From an optimization exercise on the open Yosys and OpenROAD flow, aimed at small area; shortcuts taken in it are not production practice.
In this exercise RTL edits were held to simulation tests only and were not proved equivalent to the original.
The clock port is modelled as an ideal driver; clocking choices that lean on that would not hold on a real chip.
Power figures rest on the tool's default switching activity, not on a simulated workload.

## top
module top(
    input  wire clk, reset, raw_up, raw_down, raw_left, raw_right, raw_attack,
    output wire Hsync, Vsync,
    output wire [3:0] vgaRed,
    output wire [3:0] vgaGreen,
    output wire [3:0] vgaBlue,
    output wire [14:0] lives,
    output wire [3:0] an,
    output wire [6:0] seg
);
==> module bs_timing, before the edit <==
module bs_timing(
    input  wire clk, reset,
    output wire game_tick, refresh_tick, active, hsync,
    output reg  [3:0] hc,
    output reg  [2:0] vc,
    output reg  vs
);
    reg [4:0] j10;           
    reg [4:0] c32;           
    reg [6:0] vr;            
    reg [2:0] r7;            
    wire j_is2 = j10[1] & ~j10[2];
    wire j_is7 = j10[2] & ~j10[1];
    wire j_is9 = j10[4] & ~j10[3];
    wire j_ge5 = j10[4];
    wire j_le8 = ~j_is9;
    wire c32_w = j_is9 & (&c32);
    wire hc_w  = c32_w & (hc == 4'd9);
    wire v_end = (vc == 3'd6) && (vr == 7'd44);
    wire vr_w  = (vr == 7'd79) || v_end;
    always @(posedge clk) begin
        if (reset) begin
            j10 <= 5'b00111;       
            c32 <= 5'd0; hc <= 4'd0;
            vr <= 7'd0; vc <= 3'd0; r7 <= 3'b001; vs <= 1'b0;
        end else begin
            j10 <= {j10[3:0], ~j10[4]};
            r7  <= {r7[1:0], r7[2] ^ r7[1]};
            if (j_is9) c32 <= c32 + 5'd1;
            if (c32_w) hc <= (hc == 4'd9) ? 4'd0 : hc + 4'd1;
            if (hc_w) begin
                vr <= vr_w ? 7'd0 : vr + 7'd1;
                if (vr_w) vc <= v_end ? 3'd0 : vc + 3'd1;
            end
            vs <= (vc == 3'd6) && (vr == 7'd33 || vr == 7'd34);
        end
    end
    assign hsync = ((hc == 4'd8) && ((c32 > 5'd6) || (c32 == 5'd6 && j_ge5))) ||
                   ((hc == 4'd9) && ((c32 < 5'd12) || (c32 == 5'd12 && j_le8)));
    assign game_tick = j_is2 && (c32[3:0] == 4'd8) &&
                       (c32[4] ? (hc == 4'd3 || hc == 4'd8) : (hc == 4'd1 || hc == 4'd6));
    assign refresh_tick = j_is7 && (r7 == 3'b100);
    assign active = (hc < 4'd6) && (vc < 3'd6);
endmodule
Settings: LEC_CHECK=0, CAP_MARGIN=20, CORE_MARGIN=2, CORE_UTILIZATION=60, SLEW_MARGIN=20; clock period 10.0 ns.
standard.sh (not shown) runs the stock make flow with config.mk's settings and CLKGATE_MAP_FILE= SYNTH_SCRIPT=/design/flow/synth_recipe.tcl, a recipe that flattens the netlist after the stock synthesis.
==> flow/flow/run.sh <==
#!/bin/bash
# Own layout flow: the standard synthesis and ORFS flow, with
#  - the combinational logic of the synthesised netlist remapped for area by
#    yosys/abc (&deepsyn, several seeds in parallel, the smallest kept); the
#    registers are untouched black boxes;
#  - synthesis buffers removed and every logic cell set to its smallest drive
#    strength (POST_SYNTH hook); timing is repaired by the standard steps;
#  - port buffers of the smallest buffer cell; tie cells shared, not one per pin;
#  - CTS without dummy loads, with small clock buffers, each then downsized
#    while the flip-flop clock-pin slews stay below 110 ps (POST_CTS hook).
set -euo pipefail
W=$(pwd)
R="$W/orfs/results/sky130hd/top/base"
# liberty without the platform's dont-use cells
python3 "$W/flow/striplib.py" "$FLOW_HOME/platforms/sky130hd/lib/sky130_fd_sc_hd__tt_025C_1v80.lib" "$W/rmp.lib" 'lpflow|probe' > "$W/log_striplib.txt" 2>&1
KNOBS=(
  "POST_SYNTH_TCL=$W/flow/post_synth.tcl"
  "POST_CTS_TCL=$W/flow/post_cts.tcl"
  "SKIP_REPAIR_TIE_FANOUT=1"
  "BUFFER_PORTS_ARGS=-buffer_cell sky130_fd_sc_hd__buf_1"
  "CTS_ARGS=-sink_clustering_enable -repair_clock_nets -dont_use_dummy_load -buf_list {sky130_fd_sc_hd__clkbuf_2 sky130_fd_sc_hd__clkbuf_4 sky130_fd_sc_hd__clkbuf_8}"
)
bash standard.sh "${KNOBS[@]}" "$R/1_2_yosys.v" > "$W/log_synth_yosys.txt" 2>&1
cp "$R/1_2_yosys.v" "$W/std_1_2_yosys.v"

mkdir -p "$W/remap"
best=""; best_area=""
for s in 1 2 3 4; do
  printf 'strash\n&get -n\n&deepsyn -T 20 -S %s\n&dch -f\n&nf -R 1000\n&put\ntopo\n' "$s" > "$W/remap/s$s.abc"
  sed -e "s|@LIB@|$W/rmp.lib|g" -e "s|@IN@|$W/std_1_2_yosys.v|" -e "s|@TOP@|$FLOW_TOP|" \
      -e "s|@SCRIPT@|$W/remap/s$s.abc|" -e "s|@STAT@|$W/remap/s$s.stat|" -e "s|@OUT@|$W/remap/s$s.v|" \
      "$W/flow/remap.ys.in" > "$W/remap/s$s.ys"
  yosys -s "$W/remap/s$s.ys" > "$W/log_remap_s$s.txt" 2>&1 &
done
wait
for s in 1 2 3 4; do
  a=$(grep -o "Chip area for module '\\\\$FLOW_TOP': [0-9.]*" "$W/remap/s$s.stat" | awk '{print $NF}' || true)
  echo "seed $s area $a" >> "$W/log_remap_pick.txt"
  if [[ -n "$a" && -s "$W/remap/s$s.v" ]]; then
    if [[ -z "$best" ]] || awk -v a="$a" -v b="$best_area" 'BEGIN{exit !(a<b)}'; then best=$s; best_area=$a; fi
  fi
done
echo "picked seed $best area $best_area" >> "$W/log_remap_pick.txt"
if [[ -n "$best" ]]; then cp "$W/remap/s$best.v" "$R/1_2_yosys.v"; fi

bash standard.sh "${KNOBS[@]}" synth > "$W/log_synth.txt" 2>&1
bash standard.sh "${KNOBS[@]}" finish > "$W/log_finish.txt" 2>&1
Other scripts of this flow, unchanged in this note and not shown: flow/flow/post_cts.tcl, flow/flow/post_synth.tcl, flow/flow/remap.ys.in, flow/flow/striplib.py
Next try:
--- a/flow/design.v
+++ b/flow/design.v
@@ -8,5 +8,6 @@
     reg [4:0] j10;           
     reg [4:0] c32;           
-    reg [6:0] vr;            
+    reg [2:0] va;            
+    reg [3:0] vb;            
     reg [2:0] r7;            
     wire j_is2 = j10[1] & ~j10[2];
@@ -17,11 +18,12 @@
     wire c32_w = j_is9 & (&c32);
     wire hc_w  = c32_w & (hc == 4'd9);
-    wire v_end = (vc == 3'd6) && (vr == 7'd44);
-    wire vr_w  = (vr == 7'd79) || v_end;
+    wire v_end = (vc == 3'd6) && (va == 3'd2) && (vb == 4'd12);
+    wire vb_w  = (vb == 4'd15);
+    wire vr_w  = (vb_w && va == 3'd4) || v_end;
     always @(posedge clk) begin
         if (reset) begin
             j10 <= 5'b00111;       
             c32 <= 5'd0; hc <= 4'd0;
-            vr <= 7'd0; vc <= 3'd0; r7 <= 3'b001; vs <= 1'b0;
+            va <= 3'd0; vb <= 4'd0; vc <= 3'd0; r7 <= 3'b001; vs <= 1'b0;
         end else begin
             j10 <= {j10[3:0], ~j10[4]};
@@ -30,8 +32,10 @@
             if (c32_w) hc <= (hc == 4'd9) ? 4'd0 : hc + 4'd1;
             if (hc_w) begin
-                vr <= vr_w ? 7'd0 : vr + 7'd1;
+                vb <= v_end ? 4'd0 : vb + 4'd1;
+                if (vr_w) va <= 3'd0;
+                else if (vb_w) va <= va + 3'd1;
                 if (vr_w) vc <= v_end ? 3'd0 : vc + 3'd1;
             end
-            vs <= (vc == 3'd6) && (vr == 7'd33 || vr == 7'd34);
+            vs <= (vc == 3'd6) && (va == 3'd2) && (vb == 4'd1 || vb == 4'd2);
         end
     end
=>
- The new run completed with no timing, DRC or antenna violations
- wire length came out lower by about 5.4%
- worst hold slack is better by 13 ps
- sequential cell count stays the same
- non-clock buffer count came out higher by 1
- die area hardly moves
- via count came out lower by about 4%
- sequential power barely changes
- clock skew came out higher by 26 ps
- power came out lower by 3.8%
- combinational power came out lower by about 9%

## separate check: timing with driven ports
No port has a modelled driver above. Below, the same layouts with a new extraction and two added sets of constraints. Step 1 (the two cells are an assumption about what drives the block):
set clk [get_ports {clk}]
set_driving_cell -lib_cell sky130_fd_sc_hd__clkbuf_16 $clk
set_driving_cell -lib_cell sky130_fd_sc_hd__buf_2 [delete_from_list [all_inputs] $clk]
Step 2, shift: input delay + t, output delay - t, t = (earliest + latest rising clock arrival at the registers) / 2. This alone moves slack from input paths to output paths. Three values: ideal, step 1, step 2; two values: the first two.
run	t (ns)	setup WS [ns]	worst slew at a driven data input, ns
the first run	0.853	4.945 / 4.913 / 5.766	0.03
the second run	0.778	5.046 / 5.017 / 5.794	0.03
After both steps every run listed still meets setup and hold.
